This design comes from an exercise in tuning for small area on the open sky130 flow, not from production work.
Function was checked by simulation only, so behaviour that the tests miss may differ from the original.
Power and IR drop assume default switching activity.

## flow/design.v (module list and top-level ports; edited modules follow where they fit)
// module GAIN_MUL: 1831 lines
// module FA: 4 lines
// module HA: 4 lines
// module IIR_SUM: 6373 lines
// module MAF_SUM: 184 lines
// module SonarOnChip: 163 lines
module SonarOnChip(
    input wire wb_clk_i,
    input wire wb_rst_i,
    input wire wbs_stb_i,
    input wire wbs_cyc_i,
    input wire wbs_we_i,
    input wire [3:0] wbs_sel_i,
    input wire [31:0] wbs_dat_i,
    input wire [31:0] wbs_adr_i,
    output wire wbs_ack_o,
    output wire [31:0] wbs_dat_o,
    input wire  [37:0] io_in,
    output wire [37:0] io_out,
    output wire [37:0] io_oeb
  );
  // ...
==> flow/flow/run.sh <==
#!/bin/bash
# Standard layout; clock tree synthesis adds no dummy loads and builds the
# tree from small clock buffers driving clusters of up to 8 flip-flops.
set -euo pipefail
export CTS_ARGS="-sink_clustering_enable -repair_clock_nets -dont_use_dummy_load -buf_list sky130_fd_sc_hd__clkbuf_4 -sink_clustering_size 8 -sink_clustering_max_diameter 50"
bash standard.sh > standard_make.log 2>&1
==> flow/standard.sh <==
#!/bin/bash
# synth_recipe.tcl (not shown) runs the flow's synth.tcl, then flattens the netlist and writes it again
# the make line also repeats each setting of config.mk as NAME=value (left out here)
make -C /OpenROAD-flow-scripts/flow DESIGN_CONFIG=/design/flow/config.mk WORK_HOME=/design/flow/orfs CLKGATE_MAP_FILE= SYNTH_SCRIPT=/design/flow/synth_recipe.tcl "${@:-finish}"
==> flow/config.mk <==
export PLATFORM = sky130hd
export DESIGN_NAME = SonarOnChip
export DESIGN_NICKNAME = SonarOnChip
export VERILOG_FILES = /design/flow/design.v
export SDC_FILE = /design/flow/constraint.sdc
export NUM_CORES = 4
export LEC_CHECK = 0
export CAP_MARGIN = 20
export CORE_MARGIN = 2
export CORE_UTILIZATION = 45
export PLACE_DENSITY = 0.6
export SLEW_MARGIN = 20
export SYNTH_HIERARCHICAL = 1
export SYNTH_MINIMUM_KEEP_SIZE = 0
==> flow/constraint.sdc <==
create_clock -name core_clock -period 12.0 [get_ports {wb_clk_i}]
set_input_delay 2.4000 -clock core_clock [delete_from_list [all_inputs] [get_ports {wb_clk_i}]]
set_output_delay 2.4000 -clock core_clock [all_outputs]
set_load 0.01 [all_outputs]
==> metrics.yaml, run 1 <==
p_leak_nw: 17.5
clk_pin_slew_ns: 0.09
crit_family: "adder cells"
antenna_found_initial: 12
clock_path_buffers: 3
start_util: 0.451
cts_setup_buffers: 0
drv_cap: 0
critPathCapture: "maf[27]"
place_area_sq_um: 63900
synth_area_per_cell_sq_um: 10.8
use_met3: 0.117
switching_share: 0.501
timing.reg2reg.setup_slack_ns: 1.30
crit_cells: 34
wl_met3_microns: 31700
wl_met2_microns: 96300
top_power_group: "combinational cells"
biggestCellCategory: "multi-input combinational cells"
multi_input_area_share: 0.716
yosys_warnings: 7
sh_seq_area: 0.194
intPower_mw: 6.57
critPathMaxFanout: 31
via_per_inst: 6.00
drtAntennaViolNets: 0
place_congestion: 1.05
drt_pass1_iterations: 10
finalNonFillerCells: 7333
drive_gt1_frac: 0.0617
chipHeight_microns: 375
outcome: "finished clean"
power_mw: 13.2
crit_start: "v[5]"
irDropWorstVdd_v: 0.000770
antenna_cells: 9
fin_setup_tns_ns: 0
drc: 0
==> run 2, diff against run 1 <==
==> flow/flow/run.sh (replaced) <==
#!/bin/bash
# Standard layout with two changes:
# - before the post-placement repair, the buffers that timing-driven global
#   placement put after plain flip-flops are removed and those flip-flops get
#   the drive-2 cell instead (flow/upsize.tcl); repair_design then buffers
#   whatever still needs it;
# - clock tree synthesis adds no dummy loads and builds the tree from
#   clkbuf_4 cells driving clusters of up to 8 flip-flops.
set -euo pipefail
here=$(cd "$(dirname "$0")" && pwd)
export PRE_RESIZE_TCL="$here/upsize.tcl"
export CTS_ARGS="-sink_clustering_enable -repair_clock_nets -dont_use_dummy_load -buf_list sky130_fd_sc_hd__clkbuf_4 -sink_clustering_size 8 -sink_clustering_max_diameter 50"
bash standard.sh > standard_make.log 2>&1
==> flow/flow/upsize.tcl (new file) <==
# Replace the buffers that timing-driven global placement put after
# flip-flops by a stronger drive of the flip-flop itself; repair_design,
# which runs next, buffers whatever still needs it.
# dfxtp_2 for a dfxtp_1 or dfxtp_2 driver; other drivers keep their buffers.
proc stronger { master } {
  if { [string match "*__dfxtp_\[12\]" $master] } { return "sky130_fd_sc_hd__dfxtp_2" }
  return ""
}

set block [ord::get_db_block]
set count 0
set drivers {}
set changed 1
while { $changed } {
set changed 0
foreach inst [$block getInsts] {
  set name [$inst getName]
  if { ![string match "place*" $name] } { continue }
  if { ![string match "sky130_fd_sc_hd__buf_*" [[$inst getMaster] getName]] } { continue }
  set in_net [[$inst findITerm A] getNet]
  set out_net [[$inst findITerm X] getNet]
  if { $in_net == "NULL" || $out_net == "NULL" } { continue }
  if { [llength [$out_net getBTerms]] > 0 } { continue }
  set drv ""
  foreach it [$in_net getITerms] {
    if { [$it isOutputSignal] } { set drv [$it getInst] }
  }
  if { $drv == "" } { continue }
  set bigger [stronger [[$drv getMaster] getName]]
  if { $bigger == "" } { continue }
  foreach it [$out_net getITerms] {
    if { [$it getInst] == $inst } { continue }
    $it disconnect
    $it connect $in_net
  }
  [$inst findITerm A] disconnect
  [$inst findITerm X] disconnect
  odb::dbInst_destroy $inst
  odb::dbNet_destroy $out_net
  lappend drivers $drv
  incr count
  set changed 1
}
}
set drivers [lsort -unique $drivers]
foreach d $drivers {
  set bigger [stronger [[$d getMaster] getName]]
  if { $bigger != "" } { replace_cell [$d getName] $bigger }
}
puts "upsize.tcl: removed $count buffers, upsized [llength $drivers] flip-flops"
==> metrics.yaml, run 2 <==
ioPinCount: 220  # unchanged
crit_path_top_delay_cell: "dfxtp_2"  # was fa_1
fill_cells: 12500  # about the same
drc: 0  # unchanged
hp-class: "reg2reg"  # unchanged
clock_path_buffers: 3  # unchanged
critPathMaxFanout: 31  # unchanged
crit_family: "adder cells"  # unchanged
cts-hold-fix-buffers: 0  # unchanged
place_inst: 7159  # was 7236
setup_viol: 0  # unchanged
start_util: 0.451  # unchanged
outcome: "finished clean"  # unchanged
power_mw: 13.2  # about the same
nNetsFinal: 7268  # was 7345
layout_common_cells: "nand2_1 (1608), fa_1 (1605), nor2_1 (411), dfxtp_1 (330), inv_1 (187)"  # was nand2_1 (1608), fa_1 (1605), nor2_1 (411), dfxtp_1 (405), inv_1 (187)
num_vias: 43600  # was 44000
routed_wirelength_microns: 222000  # was 223000 microns
finalClockSkew_ns: 0.168  # was 0.205 ns
final_common_cell: "nand2_1"  # unchanged
cp-start-kind: "register"  # unchanged
track_usage: 0.322  # was 0.324
syn-cell-area_sq_um: 61800  # unchanged
crit_buf_inv: 3  # was 4
cts_resized: 0  # unchanged
drt_pass1_iterations: 7  # was 10
numClockSinks: 553  # unchanged
dp_slack_ns: 0.941  # was 0.936 ns
drtAntennaViolNets: 0  # unchanged
fin_setup_tns_ns: 0  # unchanged
via_per_inst: 6.01  # was 6.00
place_area_sq_um: 63400  # was 63900 sq um
fin_area_sq_um: 64100  # was 64500 sq um
die_w_microns: 375  # unchanged
grt_pass1_wl_microns: 324000  # was 325000 microns
cts_setup_buffers: 0  # unchanged
drv_cap: 0  # unchanged
required_ns: 12.72  # was 12.76 ns
place_congestion: 1.05  # unchanged
clock-root-buffer: "clkbuf_4"  # unchanged
finalWorstSetupSlack_ns: 1.08  # was 1.30 ns
slew_viol_final: 0  # unchanged
drive_gt1_frac: 0.0622  # was 0.0617
hpwl_microns: 166000  # was 168000 microns
syn_inst: 5708  # unchanged
chipHeight_microns: 375  # unchanged
antenna_found_initial: 8  # was 12
max_slew_margin: 0.178  # was 0.168
p_leak_nw: 17.1  # was 17.5 nW
worstSetupPathType: "reg2reg"  # unchanged
htree_levels: 3  # unchanged
crit_path_end_kind: "register"  # unchanged
core_sq_um: 137000  # unchanged
cts-buffers-inserted: 88  # unchanged
seqCellArea_sq_um: 12600  # was 12500 sq um
multi_input_area_sq_um: 46200  # unchanged
powerDensity_nw_per_um2: 206  # was 204 nW/um^2
clk_pin_slew_ns: 0.10  # was 0.09 ns
synth_area_per_cell_sq_um: 10.8  # unchanged
clkLatencyLatePin_ns: 1.03  # was 1.01 ns
utilization: 0.468  # was 0.471
max_freq_ghz: 0.0916  # was 0.0935 GHz
hold_ws_ns: 0.283  # was 0.284 ns
rsz0062_at_grt: "no"  # unchanged
yosys_warnings: 7  # unchanged
worstPathArrival_ns: 11.64  # was 11.46 ns
fp-row-count: 136  # unchanged
worstMarginPinSlew_ns: 1.23  # was 1.25 ns
area_delta_synth_final_pct: 3.58  # was 4.36%
dieArea_sq_um: 140000  # unchanged
cts_tree: "built"  # unchanged
max_stage_delay_ns: 0.76  # was 0.49 ns
grt_max_degree: 142  # unchanged
wl_per_cell_microns: 30.6  # was 30.5 microns
layout_min_cycle_time_ns: 10.92  # was 10.70 ns
finalNonFillerCells: 7254  # was 7333
post-route-period-util: 0.910  # was 0.891
overflow: 0  # unchanged
irDropWorstVdd_v: 0.000962  # was 0.000770 V
hold_viol: 0  # unchanged
first_global_vias: 46700  # was 47000
cp_common_cell: "fa_1"  # unchanged
numPortBuffers: 77  # unchanged
drt_iter0_markers: 5459  # was 5666
## run 2: final cells by class
type,instances,area share
multi-input cells,4438,0.721
flip-flops and latches,553,0.197
well taps,1794,0.0350
repair buffers,186,0.0251
inverters,188,0.0110
clock buffers,88,0.0103
diodes,7,0.000273
## run 2: worst reg2reg max path, delay by kind of cell, from the launching register on
kind	cells	cell delay, ns
adder cells (fa/ha/maj)	23	8.64
XOR/XNOR	1	0.15
buffers and inverters	3	0.20
AO/OA/AOI/OAI	2	0.22
AND/OR/NAND/NOR	4	0.74
flip-flops	1	0.76
## run 2: worst paths after layout
check         start      end  slack [ns]  depth (start not counted)
min          d3[21]   d4[21]        0.28                          0
max            v[5]  maf[27]        1.08                         33
max reg2reg    v[5]  maf[27]        1.08                         33
min reg2reg  d3[21]   d4[21]        0.28                          0
## run 2: layer usage
metal / wire length (microns) / vias to the layer above / GRT usage
met5: 43 / - / 0
met4: 15100 / 6 / 0.177
met3: 31200 / 759 / 0.121
met2: 95400 / 3386 / 0.471
met1: 80400 / 22700 / 0.415
li1: - / 16800 / -
## run 2: power by group
group	internal [mW]	switching [mW]	leakage, nW
Clock	0.333	0.652	0.405
Combinational	3.89	5.66	11.9
Sequential	2.35	0.323	4.78
Total	6.57	6.64	17.1
==> module SonarOnChip, before the edit <==
module SonarOnChip(
    input wire wb_clk_i,
    input wire wb_rst_i,
    input wire wbs_stb_i,
    input wire wbs_cyc_i,
    input wire wbs_we_i,
    input wire [3:0] wbs_sel_i,
    input wire [31:0] wbs_dat_i,
    input wire [31:0] wbs_adr_i,
    output wire wbs_ack_o,
    output wire [31:0] wbs_dat_o,
    input wire  [37:0] io_in,
    output wire [37:0] io_out,
    output wire [37:0] io_oeb
  );
  wire clk = wb_clk_i;
  wire rst = wb_rst_i;
  assign io_oeb = 38'h00FFFF0000;
  reg        wbs_done;
  reg [15:0] control, a0, a1, a2, b2, amp;
  reg [31:0] threshold;
  reg [31:0] rdata;
  wire       wb_valid = wbs_cyc_i & wbs_stb_i;
  wire [3:0] adr = wbs_adr_i[5:2];
  assign wbs_ack_o = wbs_done;
  assign wbs_dat_o = rdata;
  wire        wr = wb_valid & wbs_we_i;
  wire [31:0] wdat = wbs_dat_i & {32{~rst}};
  reg  [15:0] b1n;
  wire [15:0] b1 = ~b1n;
  always @(posedge clk) begin
    wbs_done <= wb_valid & ~rst;
    if (rst | (wr & (adr == 4'd0))) control   <= wdat[15:0];
    if (rst | (wr & (adr == 4'd1))) a0        <= wdat[15:0];
    if (rst | (wr & (adr == 4'd2))) a1        <= wdat[15:0];
    if (rst | (wr & (adr == 4'd3))) a2        <= wdat[15:0];
    if (rst | (wr & (adr == 4'd4))) b1n       <= ~wdat[15:0];
    if (rst | (wr & (adr == 4'd5))) b2        <= wdat[15:0];
    if (rst | (wr & (adr == 4'd6))) amp       <= wdat[15:0];
    if (rst | (wr & (adr == 4'd7))) threshold <= wdat;
  end
  reg [3:0] div_cnt;
  reg       mclk;
  always @(posedge clk) begin
    if (rst) begin
      div_cnt <= 4'd0;
      mclk <= 1'b0;
    end else if (div_cnt == 4'd8) begin
      div_cnt <= 4'd0;
      mclk <= ~mclk;
    end else
      div_cnt <= div_cnt + 4'd1;
  end
  reg [31:0] sr;
  reg [15:0] acc;
  reg [3:0]  dec_cnt;
  reg [15:0] cic_out;
  wire mic = io_in[0];
  wire up = mclk & mic & ~sr[31];
  wire dn = mclk & ~mic & sr[31];
  wire [15:0] acc_next;
  wire [15:0] acc_c;
  HA u_acc0(.a(acc[0]), .b(up | dn), .s(acc_next[0]), .co(acc_c[1]));
  genvar j;
  generate
    for (j = 1; j < 16; j = j + 1) begin : g_acc
      if (j < 15) begin : g_fa
        FA u_fa(.a(acc[j]), .b(dn), .ci(acc_c[j]), .s(acc_next[j]), .co(acc_c[j+1]));
      end else begin : g_top
        assign acc_next[j] = acc[j] ^ dn ^ acc_c[j];
      end
    end
  endgenerate
  always @(posedge clk) begin
    if (rst) begin
      sr <= 32'd0;
      acc <= 16'd0;
      dec_cnt <= 4'd0;
      cic_out <= 16'd0;
    end else begin
      acc <= acc_next;
      if (mclk) begin
        sr <= {sr[30:0], mic};
        if (dec_cnt == 4'd10)
          dec_cnt <= 4'd11;
        else if (dec_cnt == 4'd11) begin
          dec_cnt <= 4'd2;
          cic_out <= acc;
        end else
          dec_cnt <= dec_cnt + 4'd1;
      end
    end
  end
  reg [15:0] pcm;
  always @(posedge clk)
    if (rst) pcm <= 16'd0;
    else if (control[0]) pcm <= cic_out;
  reg [15:0] X1, X2, Y1n, Y2;
  reg [31:0] Y;
  wire [31:0] iir_sn;
  IIR_SUM u_iir(.X(pcm), .X1(X1), .X2(X2), .Y1n(Y1n), .Y2(Y2),
                .a0(a0), .a1(a1), .a2(a2), .b1n(b1n), .b2(b2), .Sn(iir_sn));
  always @(posedge clk) begin
    if (rst) begin
      X1 <= 16'd0; X2 <= 16'd0; Y1n <= 16'hffff; Y2 <= 16'd0; Y <= 32'd0;
    end else begin
      X1 <= pcm; X2 <= X1; Y1n <= ~Y[15:0]; Y2 <= ~Y1n; Y <= ~iir_sn;
    end
  end
  wire [31:0] mul_i = io_in[4] ? {{16{pcm[15]}}, pcm} : Y;
  wire [31:0] mn;
  GAIN_MUL u_gain(.mi(mul_i), .amp(amp), .mn(mn));
  reg [31:0] d1n;
  reg [30:0] d2, d3, d4, d5;
  reg [5:1]  v;
  reg [29:0] maf;
  wire [31:0] maf_sn;
  MAF_SUM u_maf(.d4(d4), .d5(d5), .v4(v[4]), .v5(v[5]), .sn(maf_sn));
  always @(posedge clk) begin
    d1n <= mn;
    d2 <= d1n[30:0] ^ {31{d1n[31]}};
    d3 <= d2; d4 <= d3; d5 <= d4;
  end
  always @(posedge clk) begin
    if (rst) begin
      v <= 5'd0;
      maf <= 30'd0;
    end else begin
      v <= {v[4:1], 1'b1};
      maf <= ~maf_sn[31:2];
    end
  end
  wire [30:0] cmp_c;
  assign cmp_c[0] = 1'b1;
  genvar k;
  generate
    for (k = 0; k < 30; k = k + 1) begin : g_cmp
      assign cmp_c[k+1] = (maf[k] & ~threshold[k]) | (maf[k] & cmp_c[k]) | (~threshold[k] & cmp_c[k]);
    end
  endgenerate
  wire detect = cmp_c[30] & ~threshold[30] & ~threshold[31];
  assign io_out = {21'd0, detect, 14'd0, mclk, 1'b0};
  always @(posedge clk) begin
    if (rst)
      rdata <= 32'd0;
    else
      case (adr)
        4'd0:  rdata <= {16'd0, control};
        4'd1:  rdata <= {16'd0, a0};
        4'd2:  rdata <= {16'd0, a1};
        4'd3:  rdata <= {16'd0, a2};
        4'd4:  rdata <= {16'd0, b1};
        4'd5:  rdata <= {16'd0, b2};
        4'd6:  rdata <= {16'd0, amp};
        4'd7:  rdata <= threshold;
        4'd8:  rdata <= {16'd0, pcm};
        4'd9:  rdata <= Y;
        4'd10: rdata <= {2'b00, maf};
        4'd11: rdata <= {30'd0, mclk, detect};
        default: rdata <= 32'd0;
      endcase
  end
endmodule
==> run 3, diff against run 2 <==
--- a/flow/design.v
+++ b/flow/design.v
@@ -8427,14 +8427,23 @@
   always @(posedge clk) begin
     wbs_done <= wb_valid & ~rst;
     if (rst | (wr & (adr == 4'd0))) control   <= wdat[15:0];
-    if (rst | (wr & (adr == 4'd1))) a0        <= wdat[15:0];
-    if (rst | (wr & (adr == 4'd2))) a1        <= wdat[15:0];
-    if (rst | (wr & (adr == 4'd3))) a2        <= wdat[15:0];
-    if (rst | (wr & (adr == 4'd4))) b1n       <= ~wdat[15:0];
-    if (rst | (wr & (adr == 4'd5))) b2        <= wdat[15:0];
-    if (rst | (wr & (adr == 4'd6))) amp       <= wdat[15:0];
     if (rst | (wr & (adr == 4'd7))) threshold <= wdat;
   end
+  always @(posedge clk) begin
+    if (rst) begin
+      a0 <= 16'd0; a1 <= 16'd0; a2 <= 16'd0; b1n <= 16'hffff; b2 <= 16'd0; amp <= 16'd0;
+    end else if (wr) begin
+      case (adr)
+        4'd1: a0  <= wbs_dat_i[15:0];
+        4'd2: a1  <= wbs_dat_i[15:0];
+        4'd3: a2  <= wbs_dat_i[15:0];
+        4'd4: b1n <= ~wbs_dat_i[15:0];
+        4'd5: b2  <= wbs_dat_i[15:0];
+        4'd6: amp <= wbs_dat_i[15:0];
+        default: ;
+      endcase
+    end
+  end
   reg [3:0] div_cnt;
   reg       mclk;
   always @(posedge clk) begin
==> metrics.yaml, run 3 <==
place_congestion: 1.04  # was 1.05
layout_common_cells: "nand2_1 (1770), fa_1 (1605), nor2_1 (415), dfxtp_1 (344), inv_1 (169)"  # was nand2_1 (1608), fa_1 (1605), nor2_1 (411), dfxtp_1 (330), inv_1 (187)
cts_resized: 0  # unchanged
cp-start-kind: "register"  # unchanged
fin_setup_tns_ns: 0  # unchanged
syn_inst: 6006  # was 5708
place_inst: 7356  # was 7159
grt_max_degree: 97  # was 142
layout_min_cycle_time_ns: 10.83  # was 10.92 ns
drv_cap: 0  # unchanged
cts_setup_buffers: 0  # unchanged
max_stage_delay_ns: 0.73  # was 0.76 ns
track_usage: 0.324  # was 0.322
setup_viol: 0  # unchanged
max_slew_margin: 0.218  # was 0.178
core_sq_um: 137000  # about the same
finalClockSkew_ns: 0.176  # was 0.168 ns
overflow: 0  # unchanged
yosys_warnings: 7  # unchanged
via_per_inst: 6.06  # was 6.01
synth_area_per_cell_sq_um: 10.4  # was 10.8 sq um
drt_pass1_iterations: 8  # was 7
worstMarginPinSlew_ns: 1.17  # was 1.23 ns
clkLatencyLatePin_ns: 1.03  # about the same
worstPathArrival_ns: 11.69  # was 11.64 ns
hpwl_microns: 163000  # was 166000 microns
max_freq_ghz: 0.0923  # was 0.0916 GHz
drc: 0  # unchanged
irDropWorstVdd_v: 0.0000565  # was 0.000962 V
dieArea_sq_um: 141000  # was 140000 sq um
drt_iter0_markers: 6005  # was 5459
fill_cells: 12700  # was 12500
cp_common_cell: "fa_1"  # unchanged
rsz0062_at_grt: "no"  # unchanged
chipHeight_microns: 376  # was 375 microns
post-route-period-util: 0.902  # was 0.910
fp-row-count: 136  # unchanged
final_common_cell: "nand2_1"  # unchanged
p_leak_nw: 15.7  # was 17.1 nW
numPortBuffers: 77  # unchanged
hold_viol: 0  # unchanged
die_w_microns: 376  # was 375 microns
crit_path_end_kind: "register"  # unchanged
nNetsFinal: 7468  # was 7268
worstSetupPathType: "reg2reg"  # unchanged
wl_per_cell_microns: 30.2  # was 30.6 microns
hp-class: "reg2reg"  # unchanged
powerDensity_nw_per_um2: 47.8  # was 206 nW/um^2
clk_pin_slew_ns: 0.09  # was 0.10 ns
routed_wirelength_microns: 225000  # was 222000 microns
required_ns: 12.86  # was 12.72 ns
cts-hold-fix-buffers: 0  # unchanged
numClockSinks: 553  # unchanged
start_util: 0.453  # was 0.451
htree_levels: 3  # unchanged
clock-root-buffer: "clkbuf_4"  # unchanged
syn-cell-area_sq_um: 62200  # was 61800 sq um
outcome: "finished clean"  # unchanged
drive_gt1_frac: 0.0600  # was 0.0622
clock_path_buffers: 3  # unchanged
finalNonFillerCells: 7453  # was 7254
critPathMaxFanout: 31  # unchanged
area_delta_synth_final_pct: 2.67  # was 3.58%
first_global_vias: 47400  # was 46700
drtAntennaViolNets: 0  # unchanged
cts-buffers-inserted: 90  # was 88
antenna_found_initial: 18  # was 8
ioPinCount: 220  # unchanged
num_vias: 45100  # was 43600
slew_viol_final: 0  # unchanged
crit_path_top_delay_cell: "dfxtp_2"  # unchanged
grt_pass1_wl_microns: 328000  # was 324000 microns
cts_tree: "built"  # unchanged
-- run 3: worst paths after layout --
path	startpoint	end	slack, ns	cells after the start
worst min register to register	d2[22]	d3[22]	0.31	0
worst min-delay path	d2[22]	d3[22]	0.31	0
worst max register to register	v[5]	maf[27]	1.17	33
worst max-delay path	v[5]	maf[27]	1.17	33
-- run 3: per-stage QoR --
step                      worst slack (ns)  total power [mW]  hold slack [ns]   util  cell area (sq um)
after floorplan                       1.74              2.03            0.310      -              62500
after global placement                1.09              2.08            0.310  0.467              64200
after detailed placement              1.08              2.08            0.312  0.460              63100
after CTS                             1.08              3.08            0.311  0.465              63800
after global routing                 0.537              3.16            0.304  0.465              63900
final                                 1.17              3.06            0.307  0.465              63900
-- run 3: area by class of cell --
cell class | instances | area [sq um] | area share
multi-input cells | 4728 | 47500 | 0.744
flip-flops and latches | 553 | 11800 | 0.184
well taps | 1794 | 2240 | 0.0351
repair buffers | 112 | 1040 | 0.0164
clock buffers | 90 | 676 | 0.0106
inverters | 170 | 638 | 0.00999
diodes | 6 | 15.0 | 0.000235
-- run 3: metal layers --
layer	global-route usage	vias up	share of wire
met5	0	-	0.00051
met4	0.180	18	0.069
met3	0.114	847	0.14
met2	0.477	3590	0.43
met1	0.418	23200	0.36
li1	-	17500	-
-- run 3: power breakdown --
part	switching (mW)	leakage [nW]	internal [mW]
Combinational	0.0965	10.7	0.0382
Clock	0.671	0.414	0.340
Sequential	0.0304	4.60	1.88
Total	0.798	15.7	2.26
-- run 3: worst max-delay path: cells and delay by family, from the launching register on --
kind,cells,cell delay (ns)
compound gates,2,0.22
xor+xnor,1,0.15
fa+ha+maj,23,8.65
buf+inv,3,0.20
flops,1,0.73
simple gates,4,0.74

-- re-timing with driven ports --
The results above use ideal ports. As a check the final layouts listed here were re-extracted and re-timed, cells and wires unchanged.
Step 1 assumes that a clkbuf_16 drives the clock port and a buf_2 every other input.
Step 2 also shifts input and output timing later by t, the mid clock arrival at the registers, as if the neighbouring blocks saw the same clock.
a / b / c = ideal / step 1 / step 2; a / b = the first two.
run	t (ns)	slack for setup (ns)	hold slack, ns	worst register clock-pin slew, ns
run 1	0.980	1.305 / 1.305 / 0.883	0.284 / 0.284 / 0.284	0.11 / 0.11
run 2	1.012	1.079 / 1.079 / 0.856	0.283 / 0.283 / 0.283	0.11 / 0.11
run 3	1.010	1.170 / 1.171 / 1.037	0.307 / 0.307 / 0.307	0.11 / 0.11
After both steps setup and hold are still met in every run listed. For run 1, which loses most, drivers alone change the setup slack by 0.000 ns; drivers and shift together by -0.422 ns.
